What follows belongs to an exercise in optimizing a design on an open flow for small area; a production flow would make more cautious choices. Function was not checked in any run shown here: the RTL went through the layout flow alone. The flow treats the clock pin as an ideal source, which a real chip does not have. No activity file was given, so power comes from the tool's default toggle rates.

<file path="flow/config.mk">
export PLATFORM = sky130hd
export DESIGN_NAME = processing_unit
export DESIGN_NICKNAME = processing_unit
export VERILOG_FILES = /design/flow/design.v
export SDC_FILE = /design/flow/constraint.sdc
export NUM_CORES = 4
export LEC_CHECK = 0
export CAP_MARGIN = 20
export CORE_MARGIN = 2
export CORE_UTILIZATION = 70
export SLEW_MARGIN = 20
</file>
<file path="flow/constraint.sdc">
create_clock -name core_clock -period 6.0 [get_ports {clock}]
set_input_delay 1.2000 -clock core_clock [delete_from_list [all_inputs] [get_ports {clock}]]
set_output_delay 1.2000 -clock core_clock [all_outputs]
set_load 0.01 [all_outputs]
</file>
<file path="flow/design.v">
module processing_unit(
    input clock,
    input reset,
    input start,
    output input_req,
    input [(6 - 1) : 0] input_val,
    input input_ready,
    input [(2 * 2 * 6 - 1) : 0] weight_vals,
    output [(6 - 1) : 0] output_val,
    output output_valid,
    output done
);
    reg run_f;
    reg [5:0] c;
    reg [1:0] width_index, height_index;
    wire run     = run_f;
    wire c_is3   = (c == 6'd3);
    wire last    = run_f & c_is3;
    wire [2:0] st = c[2:0];
    wire s_frame = !run_f && (st == 3'd1);
    wire s_inc   = !run_f && (st == 3'd5);
    wire last_px = (width_index == 2'd3) && (height_index == 2'd3);
    assign input_req = !run_f && (st == 3'd2);
    assign done = !run_f && (st == 3'd6);
    assign output_valid = !run_f && (st == 3'd4) && (width_index != 2'd0) && (height_index != 2'd0);
    wire c_inc = run_f || (st == 3'd1) || (st == 3'd3) || (st == 3'd4)
              || ((st == 3'd2) && input_ready) || ((st == 3'd0) && start)
              || ((st == 3'd5) && last_px);
    always @(posedge clock) begin
        if (reset || (!run_f && (st == 3'd6)))
            c <= 6'd0;
        else if (!run_f && (st == 3'd5) && !last_px)
            c <= 6'd2;
        else
            c <= c ^ {c_inc & (&c[4:0]), c_inc & (&c[3:0]), c_inc & (&c[2:0]),
                      c_inc & (&c[1:0]), c_inc & c[0], c_inc};
        run_f <= !reset && (run_f ^ c_is3);
    end
    always @(posedge clock) begin
        if (s_frame)
            {height_index, width_index} <= 4'd0;
        else begin
            width_index[0] <= width_index[0] ^ s_inc;
            width_index[1] <= width_index[1] ^ (s_inc & width_index[0]);
            height_index[0] <= height_index[0] ^ (s_inc & (&width_index));
            height_index[1] <= height_index[1] ^ (s_inc & (&width_index) & height_index[0]);
        end
    end
    function automatic ge6(input [5:0] a, input [5:0] b);
        integer k;
        begin
            ge6 = 1'b1;
            for (k = 0; k < 6; k = k + 1)
                ge6 = (a[k] ^ b[k]) ? a[k] : ge6;
        end
    endfunction
    wire half_cnt = c[0];
    reg [6:1] g;
    always @(posedge clock) begin
        if (reset)
            g <= 6'd10;
        else if (run)
            g <= {g[5:1], g[6] ~^ g[5]};
    end
    reg [7:1] q;
    wire q_en = run && !((width_index == 2'd3) && last);
    always @(posedge clock) begin
        if (s_frame)
            q[6:1] <= 6'd25;
        else if (q_en)
            q[6:1] <= {q[5:1], q[6] ~^ q[5]};
        if (q_en)
            q[7] <= q[6];
    end
    wire [5:0] l3 = q[6:1];
    wire [5:0] l4 = q[7:2];
    wire h3 = (6'd32 >= l3);
    wire h4 = (6'd32 >= l4);
    wire in_x = ge6(input_val, g);
    wire mx10 = ge6(weight_vals[12 +: 6], l3) ~^ in_x;
    wire mx11 = ge6(weight_vals[18 +: 6], l4) ~^ in_x;
    wire ry00 = (width_index == 2'd2) ? height_index[1] : h3;
    reg ry01, x10, y10, x11, y11;
    always @(posedge clock) begin
        if (s_frame) begin
            {ry01, x11, y11} <= 3'd0;
        end else if (run && (height_index != 2'd0)) begin
            if (width_index != 2'd3) begin
                ry01 <= ry00 ~^ h3;
                x10 <= mx10 ~^ ry01;
                y10 <= ry01 ~^ h3;
            end
            if (width_index != 2'd0) begin
                x11 <= half_cnt ? (mx11 ~^ y10) : x10;
                y11 <= y10 ~^ h4;
            end
        end
    end
    reg [5:0] ne;
    wire sc_est = ge6(~g, ne);
    wire est_max = (ne == 6'd0);
    wire est_min = (ne == 6'd63);
    wire up = (~est_max) & (x11 | est_min);
    wire cnt_en = x11 ^ (y11 ~^ sc_est);
    reg [6:0] ne_t;
    integer k;
    always @(*) begin
        ne_t[0] = run & cnt_en;
        for (k = 0; k < 6; k = k + 1)
            ne_t[k + 1] = ne_t[k] & (ne[k] ^ up);
    end
    always @(posedge clock) begin
        if (reset)
            ne <= 6'd63;
        else
            ne <= ne ^ ne_t[5:0];
    end
    assign output_val = ne;
endmodule
</file>
<file path="flow/flow/run.sh">
#!/bin/bash
# Standard layout, except:
# - port buffers are plain buf_1 cells;
# - the clock tree is a single clock buffer driving every register, built by
#   flow/cts_one_buffer.tcl in place of ORFS's CTS step.
set -euo pipefail
export BUFFER_PORTS_ARGS="-buffer_cell sky130_fd_sc_hd__buf_1"
bash standard.sh place > standard_place.log 2>&1
R=orfs/results/${FLOW_PLATFORM}/processing_unit/base
export RESULTS_DIR=$PWD/$R
export CLKBUF_CELL=${CLKBUF_CELL:-sky130_fd_sc_hd__clkbuf_8}
export CLKBUF_COUNT=${CLKBUF_COUNT:-2}
openroad -no_init -exit flow/cts_one_buffer.tcl > cts_one_buffer.log 2>&1
cp $R/4_1_cts.odb $R/4_cts.odb
touch $R/4_cts.sdc
bash standard.sh finish > standard_finish.log 2>&1
</file>
<file path="flow/flow/cts_one_buffer.tcl">
# Small clock tree: the clock port drives CLKBUF_COUNT clock buffers, each at
# the centre of its share of the registers (split by x position), and each
# buffer drives its registers' clock pins directly.
set plat $::env(FLOW_HOME)/platforms/$::env(FLOW_PLATFORM)
read_liberty $plat/lib/sky130_fd_sc_hd__tt_025C_1v80.lib
read_db $::env(RESULTS_DIR)/3_place.odb
read_sdc $::env(RESULTS_DIR)/3_place.sdc
source $plat/setRC.tcl

set block [ord::get_db_block]
set dbu [$block getDbUnitsPerMicron]
set k $::env(CLKBUF_COUNT)
set regs {}
foreach inst [$block getInsts] {
  if { [[$inst getMaster] isSequential] } {
    set bb [$inst getBBox]
    lappend regs [list [expr {([$bb xMin] + [$bb xMax]) / 2.0 / $dbu}] \
                       [expr {([$bb yMin] + [$bb yMax]) / 2.0 / $dbu}] [$inst getName]]
  }
}
set regs [lsort -real -index 0 $regs]
set n [llength $regs]
puts "registers: $n, clock buffers: $k"
for {set g 0} {$g < $k} {incr g} {
  set lo [expr {$g * $n / $k}]
  set hi [expr {($g + 1) * $n / $k - 1}]
  set sx 0.0; set sy 0.0; set pins {}
  foreach r [lrange $regs $lo $hi] {
    set sx [expr {$sx + [lindex $r 0]}]
    set sy [expr {$sy + [lindex $r 1]}]
    lappend pins [get_pins "[lindex $r 2]/CLK"]
  }
  set m [expr {$hi - $lo + 1}]
  insert_buffer -buffer_cell $::env(CLKBUF_CELL) -net clock -load_pins $pins \
    -location [list [expr {$sx / $m}] [expr {$sy / $m}]] -buffer_name clkbuf_$g
}
set clkin [$block findNet clock]
$clkin setSigType CLOCK
foreach it [$clkin getITerms] {
  set buf [$it getInst]
  set net [[$buf findITerm X] getNet]
  $net setSigType CLOCK
  puts "clock buffer [$buf getName] ([[$buf getMaster] getName]) drives [llength [$net getITerms]] pins"
}
if { [llength [$clkin getITerms]] != $k } { error "clock port drives [llength [$clkin getITerms]] pins" }

detailed_placement
check_placement -verbose
set_propagated_clock [all_clocks]
estimate_parasitics -placement
report_clock_skew
report_checks -path_delay min_max
report_check_types -max_slew -max_capacitance -violators
write_db $::env(RESULTS_DIR)/4_1_cts.odb
write_sdc -no_timestamp $::env(RESULTS_DIR)/4_cts.sdc
</file>
<file path="flow/standard.sh">
#!/bin/bash
# synth_recipe.tcl (not shown) runs the flow's synth.tcl, then flattens the netlist and writes it again
# the make line also repeats each setting of config.mk as NAME=value (left out here)
make -C /OpenROAD-flow-scripts/flow DESIGN_CONFIG=/design/flow/config.mk WORK_HOME=/design/flow/orfs CLKGATE_MAP_FILE= SYNTH_SCRIPT=/design/flow/synth_recipe.tcl "${@:-finish}"
</file>
==> flow_metrics.env, run 1 <==
export IMPL_worstPathArrival_ns=3.09
export IMPL_grt_pass1_vias=1627
export IMPL_regArea_um2=731
export IMPL_wl_um=4150
export IMPL_ir_drop_mv=0.241
export IMPL_drc=0
export IMPL_hold_violations=0
export IMPL_fin_crit_sh=0.529
export IMPL_grt_max_degree=19
export IMPL_io_pin_count=43
export IMPL_dp_hpwl_um=3080
export IMPL_cp_end_kind="flop"
export IMPL_hold_path_depth=2
export IMPL_p_per_area_nw_per_um2=285
export IMPL_finalPower_mw=0.656
export IMPL_avgSynthCellArea_um2=7.90
export IMPL_worstHoldPathType="flop to flop"
export IMPL_dieWidth_um=59.6
export IMPL_maxCapViolations=0
export IMPL_clk_pin_slew_ns=0.11
export IMPL_maxSlewViolCount=0
export IMPL_syn2layout_area_growth_pct=6.24
export IMPL_rrSetupSlack_ns=3.59
export IMPL_multi_input_area_um2=1320
export IMPL_gp_congestion=0.762
export IMPL_num_antenna_cells=0
export IMPL_synthTopCellsByArea="dfxtp_1 30%, nor2_1 5.0%, nand2_1 4.9%, maj3_2 4.7%, edfxtp_1 4.2%"
export IMPL_clk_latency_ns=0.17
export IMPL_startpoint="weight_vals[12]"
export IMPL_grt_antenna_before_repair=0
export IMPL_yosysSeqAreaShare=0.337
export IMPL_rsz0062_at_grt="false"
export IMPL_cp_data_required_time_ns=5.91
export IMPL_ys_seq_elements=35
export IMPL_async_reset_ff_frac=0
export IMPL_die_area_um2=3560
export IMPL_finalSetupViolations=0
export IMPL_r2r_cells=7
export IMPL_crit_type="input port to flop"
export IMPL_synth_nets=313
export IMPL_via_count=1935
export IMPL_fin_skew_ns=0.0154
export IMPL_grt_pass1_wl_um=6800
export IMPL_drt_iter0_drc=139
export IMPL_synth_area_um2=2170
export IMPL_layout_drive_gt1_share=0.0748
export IMPL_final_common_cell="dfxtp_1"
export IMPL_p_leak_nw=0.891
export IMPL_tns_ns=0
export IMPL_critPathMaxFanout=1
export IMPL_nets=335
export IMPL_viasPerCell=5.92
export IMPL_rr_startpoint="q[1]$_SDFFE_PP1P_"
export IMPL_ant_nets=0
export IMPL_final_core_util=0.766
export IMPL_max_freq_mhz=315
export IMPL_synthCells=274
export IMPL_synth_top_area_cell="dfxtp_1"
export IMPL_worstMarginPinSlew_ns=0.690
export IMPL_min_period_ns=3.17
export IMPL_outcome="no timing/DRC/antenna violations"
export IMPL_startpoint_type="input port"
export IMPL_portBuffers=30
export IMPL_dr_pass1_iters=4
export IMPL_yosys_warnings=1
export IMPL_slew_headroom=0.536
export IMPL_post_drt_wl_per_cell_um=12.7
export IMPL_rows=20
export IMPL_worstReg2RegEnd="x10$_DFFE_PP_"
export IMPL_grt_use_total=0.236
export IMPL_hold_start="q[2]$_SDFFE_PP0P_"
export IMPL_die_h_um=59.6
export IMPL_initial_utilization=0.721
export IMPL_core_um2=3000
export IMPL_final_cell_mix="32 x dfxtp_1, 30 x buf_1, 29 x nor2_1, 28 x nand2_1, 15 x nor3_1"
export IMPL_synth_edf_count=3
export IMPL_fillCellCount=240
export IMPL_yosys_most_used_dff="dfxtp_1"
export IMPL_grt_ovfl_total=0
export IMPL_hold_end="q[3]$_SDFFE_PP0P_"
export IMPL_yosysUniqueCellTypes=51
export IMPL_yosysTopAreaCellShare=0.296
==> state kept, by name, indices dropped and copies added (netlist names) <==
register      flops
height_index      2
x10               1
ry01              1
g                 6
y11               1
y10               1
width_index       2
run_f             1
ne                6
x11               1
c                 6
q                 7
==> metrics by stage <==
step | area, um^2 | setup slack (ns) | cells | hold WS [ns]
6_report | 2300 | 2.83 | 327 | 0.470
5_1_grt | 2300 | 2.75 | 327 | 0.490
3_5_place_dp | 2270 | 2.64 | 325 | 0.478
3_3_place_gp | 2270 | 2.65 | 325 | 0.468
2_1_floorplan | 2170 | 2.78 | 274 | 0.453
==> metal layers <==
metal  global-route usage  wire, um  vias to the layer above
met5                    0         0                        -
met4               0.0159        22                        0
met3               0.0109       151                        3
met2                0.414      1960                       31
met1                0.338      2020                      898
li1                     -         -                     1003
==> worst max-delay path, stage by stage <==
cell	delay, ns
buf_1	0.07
nand2b_1	0.13
maj3_2	0.30
maj3_2	0.31
maj3_2	0.31
maj3_2	0.31
maj3_2	0.33
xnor2_1	0.13
==> power by group <==
| group | leakage [nW] | total, mW | internal (mW) | switching (mW) |
|---|---|---|---|---|
| registers | 0.287 | 0.333 | 0.273 | 0.0602 |
| clock network | 0.0144 | 0.0893 | 0.0311 | 0.0582 |
| logic | 0.589 | 0.234 | 0.105 | 0.129 |
==> how the worst max path moves through the flow <==
stage,endpoint,slack (ns),depth (start not counted)
floorplan,x10$_DFFE_PP_,2.78,7
global placement,x10$_DFFE_PP_,2.65,8
detailed placement,x10$_DFFE_PP_,2.64,8
global route,x10$_DFFE_PP_,2.75,8
finish,x10$_DFFE_PP_,2.83,8
==> cell usage after synthesis, types with 8 or more instances <==
cell type	count
nor3_1	15
xnor2_1	10
a21oi_1	14
maj3_2	9
nor2_1	29
inv_1	10
nand2b_1	8
o21ai_0	9
clkbuf_1	11
nand2_1	28
dfxtp_1	32
==> logic make-up after synthesis <==
logic type	after synthesis	share of synthesized area
mux	9	0.0445
xor+xnor	13	0.0526
buf+inv	30	0.0526
flops	35	0.337
simple gates	118	0.269
fa+ha+maj	14	0.0757
compound gates	55	0.168
==> final cells by class <==
class,count,area share
Clock buffer,2,0.0120
Inverter,18,0.0294
Sequential cell,35,0.318
Timing Repair Buffer,30,0.0489
Tap cell,33,0.0179
Multi-Input combinational cell,209,0.574
==> run 2: changes to the inputs <==
==> flow/flow/run.sh (replaced) <==
#!/bin/bash
# The standard layout (standard.sh), with three changes:
# - synthesis is the standard one (synth_recipe.tcl and ORFS's synth.tcl) with
#   only ABC's script swapped for an area-oriented one (flow/area.abc); the
#   registers are mapped before ABC runs, so they are the standard ones;
# - port buffers are plain buf_1 cells;
# - the clock tree is CLKBUF_COUNT clock buffers built by
#   flow/cts_one_buffer.tcl in place of ORFS's CTS step.
# Each tool's output goes to a log file of its own in this folder.
set -euo pipefail
W=$PWD
export BUFFER_PORTS_ARGS="-buffer_cell sky130_fd_sc_hd__buf_1"
export AREA_ABC_SCRIPT=$W/flow/area.abc

sed -e 's#log_cmd abc {\*}\$abc_args#set abc_args [lreplace $abc_args 1 1 $::env(AREA_ABC_SCRIPT)]\n  log_cmd abc {*}$abc_args#' \
  $FLOW_HOME/scripts/synth.tcl > $W/synth_area.tcl
grep -q AREA_ABC_SCRIPT $W/synth_area.tcl
sed -e "s#source \$::env(SCRIPTS_DIR)/synth.tcl#source $W/synth_area.tcl#" synth_recipe.tcl > $W/synth_recipe_area.tcl
grep -q synth_area.tcl $W/synth_recipe_area.tcl
sed -e "s#SYNTH_SCRIPT=[^ ]*#SYNTH_SCRIPT=$W/synth_recipe_area.tcl#" standard.sh > $W/synth_area.sh
grep -q synth_recipe_area.tcl $W/synth_area.sh
bash $W/synth_area.sh synth > synth_area.log 2>&1

bash standard.sh place > standard_place.log 2>&1
R=orfs/results/${FLOW_PLATFORM}/processing_unit/base
export RESULTS_DIR=$W/$R
export CLKBUF_CELL=${CLKBUF_CELL:-sky130_fd_sc_hd__clkbuf_8}
export CLKBUF_COUNT=${CLKBUF_COUNT:-2}
openroad -no_init -exit flow/cts_one_buffer.tcl > cts_one_buffer.log 2>&1
cp $R/4_1_cts.odb $R/4_cts.odb
touch $R/4_cts.sdc
bash standard.sh finish > standard_finish.log 2>&1
==> flow/flow/area.abc (new file) <==
strash
dch
map -a
strash
dch
map -a
topo
stime -c
==> run 2 against run 1 <==
  * Flip-flop and latch count is the same
  * First-iteration DRC count is 68% lower
  * Clock skew barely moved
  * Cell count fell by 5.5%
  * Highest routed layer unchanged
  * Clock-buffer cell count unchanged
  * Largest cell class unchanged
  * Critical path depth increased by 5
  * Sequential power is 9.0% lower
==> flow_metrics.env, run 2 <==
export IMPL_outcome="no timing/DRC/antenna violations"
export IMPL_startpoint_type="flop"
export IMPL_fin_crit_sh=0.477
export IMPL_via_count=1802
export IMPL_viasPerCell=5.83
export IMPL_post_drt_wl_per_cell_um=12.4
export IMPL_die_h_um=54.9
export IMPL_fillCellCount=193
export IMPL_finalSetupViolations=0
export IMPL_synthTopCellsByArea="dfxtp_1 35%, clkinv_1 7.9%, o21ai_0 7.7%, a21oi_1 7.2%, nor2_1 6.6%"
export IMPL_largest_reg_flops=7
export IMPL_die_area_um2=3010
export IMPL_dieWidth_um=54.9
export IMPL_synthCells=246
export IMPL_yosys_most_used_dff="dfxtp_1"
export IMPL_worstMarginPinSlew_ns=0.841
export IMPL_async_reset_ff_frac=0
export IMPL_gr_usage_met2=0.516
export IMPL_slew_headroom=0.439
export IMPL_core_um2=2450
export IMPL_grt_antenna_before_repair=0
export IMPL_ir_drop_mv=0.330
export IMPL_grt_use_met3=0.0191
export IMPL_multi_input_area_um2=938
export IMPL_yosysSeqAreaShare=0.403
export IMPL_synth_area_um2=1810
export IMPL_ys_seq_elements=35
export IMPL_synth_nets=285
export IMPL_final_common_cell="clkinv_1"
export IMPL_yosys_warnings=1
export IMPL_avgSynthCellArea_um2=7.36
export IMPL_synth_most_common_cell="clkinv_1"
export IMPL_drt_iter0_drc=45
export IMPL_fin_skew_ns=0.0153
export IMPL_io_pin_count=43
export IMPL_maxCapViolations=0
export IMPL_grt_busiest_layer="met2"
export IMPL_worstHoldPathType="flop to flop"
export IMPL_maxSlewViolCount=0
export IMPL_p_per_area_nw_per_um2=292
export IMPL_cp_end_kind="flop"
export IMPL_regArea_um2=731
export IMPL_p_leak_nw=0.699
export IMPL_num_antenna_cells=0
export IMPL_initial_utilization=0.738
export IMPL_grt_ovfl_total=0
export IMPL_gp_congestion=0.817
export IMPL_yosysUniqueCellTypes=26
export IMPL_dr_pass1_iters=4
export IMPL_dp_hpwl_um=2920
export IMPL_dp_slack_ns=3.20
export IMPL_synthTopCellsByCount="38 x clkinv_1, 32 x dfxtp_1, 32 x nor2_1"
export IMPL_fin_ws_ns=3.14
export IMPL_critPathMaxFanout=9
export IMPL_hold_violations=0
export IMPL_grt_use_total=0.262
export IMPL_cp_data_required_time_ns=6.10
export IMPL_ant_nets=0
export IMPL_min_period_ns=2.86
export IMPL_yosysTopAreaCellShare=0.354
export IMPL_crit_type="flop to flop"
export IMPL_clk_pin_slew_ns=0.11
export IMPL_final_cell_mix="38 x clkinv_1, 32 x nor2_1, 32 x dfxtp_1, 30 x buf_1, 28 x o21ai_0"
export IMPL_rows=18
export IMPL_syn2layout_area_growth_pct=10.2
export IMPL_drc=0
export IMPL_grt_pass1_vias=1459
export IMPL_worstPathArrival_ns=2.96
export IMPL_clk_latency_ns=0.16
export IMPL_synth_edf_count=3
export IMPL_layout_drive_gt1_share=0.0143
export IMPL_grt_met1_usage=0.307
export IMPL_synth_top_area_cell="dfxtp_1"
export IMPL_grt_pass1_wl_um=5960
export IMPL_rsz0062_at_grt="false"
export IMPL_max_freq_mhz=350
export IMPL_nets=320
export IMPL_top_register="q"
export IMPL_wl_um=3840
export IMPL_portBuffers=30
export IMPL_tns_ns=0
export IMPL_grt_max_degree=22
-- run 2: changes by cell type after synthesis, moves of 9 or more --
cell / before / now
clkbuf_1: 11 / 0
o21ai_0: 9 / 28
inv_1: 10 / 0
clkinv_1: 1 / 38
a21oi_1: 14 / 26
maj3_2: 9 / 0
-- run 2: cell families after synthesis --
| logic type | Yosys count | synth area share |
|---|---|---|
| AO/OA/AOI/OAI | 81 | 0.255 |
| adder cells (fa/ha/maj) | 5 | 0.0345 |
| buffers and inverters | 38 | 0.0787 |
| XOR/XNOR | 11 | 0.0532 |
| AND/OR/NAND/NOR | 76 | 0.175 |
| flip-flops | 35 | 0.403 |
-- run 2: final timing paths --
| path | slack, ns | cells after the start | end | start |
|---|---|---|---|---|
| max | 3.14 | 13 | ne[5]$_SDFF_PP1_ | ne[4]$_SDFF_PP1_ |
| min | 0.50 | 2 | c[5]$_SDFF_PP0_ | c[5]$_SDFF_PP0_ |
| max reg2reg | 3.14 | 13 | ne[5]$_SDFF_PP1_ | ne[4]$_SDFF_PP1_ |
| min reg2reg | 0.50 | 2 | c[5]$_SDFF_PP0_ | c[5]$_SDFF_PP0_ |
-- run 2: layer usage --
layer	wire, um	vias up
met5	0	-
met4	57	0
met3	197	8
met2	1960	58
met1	1630	809
li1	-	927
-- run 2: metrics by stage --
stage	std cells	total power, mW	util	cell area (um^2)	hold WS (ns)
2_1_floorplan	246	0.444	-	1810	0.445
5_1_grt	309	0.625	0.813	2000	0.531
3_3_place_gp	307	0.491	0.802	1970	0.477
6_report	309	0.584	0.813	2000	0.496
3_5_place_dp	307	0.499	0.802	1970	0.489
-- run 2: worst max-delay path, cell delays in order (launching register included) --
cell,delay (ns)
dfxtp_1,0.50
clkinv_1,0.10
nor2_1,0.12
a41oi_1,0.18
a31oi_1,0.42
xor2_1,0.21
nand4_1,0.15
nor2_1,0.22
nand2_1,0.07
a21oi_1,0.21
o211ai_1,0.16
a211oi_1,0.26
a21oi_1,0.10
o21ai_0,0.09
-- run 2: power by group --
| part | switching, mW | total [mW] | internal, mW |
|---|---|---|---|
| Clock | 0.0557 | 0.0868 | 0.0310 |
| Sequential | 0.0355 | 0.303 | 0.268 |
| Combinational | 0.120 | 0.194 | 0.0743 |
-- run 2: layout make-up --
class                           count  share of cell area
Timing Repair Buffer               31              0.0602
Tap cell                           30              0.0188
Multi-Input combinational cell    173               0.470
Sequential cell                    35               0.366
Inverter                           38              0.0714
Clock buffer                        2              0.0138

==> afterwards: timing with drivers on the ports <==
In the flow no input, the clock included, has a driving cell. The finished layouts below were timed again as built, in two steps. Step 1 (the two cells are an assumption about what drives the block):
set clk [get_ports {clock}]
set_driving_cell -lib_cell sky130_fd_sc_hd__clkbuf_16 $clk
set_driving_cell -lib_cell sky130_fd_sc_hd__buf_2 [delete_from_list [all_inputs] $clk]
Step 2 also shifts input and output timing later by t, the mid clock arrival at the registers, as if the neighbouring blocks saw the same clock. Three values: ideal ports, drivers, drivers and shift; two values: the first two.
| run | t (ns) | setup slack, ns | worst setup path at the end |
|---|---|---|---|
| run 1 | 0.193 | 2.826 / 2.841 / 2.648 | input to register |
| run 2 | 0.190 | 3.140 / 3.140 / 3.140 | register to register |
After both steps setup and hold are still met in every run listed. The setup slack of run 1, which loses most, moves by +0.015 ns with the drivers and by -0.178 ns with both steps.
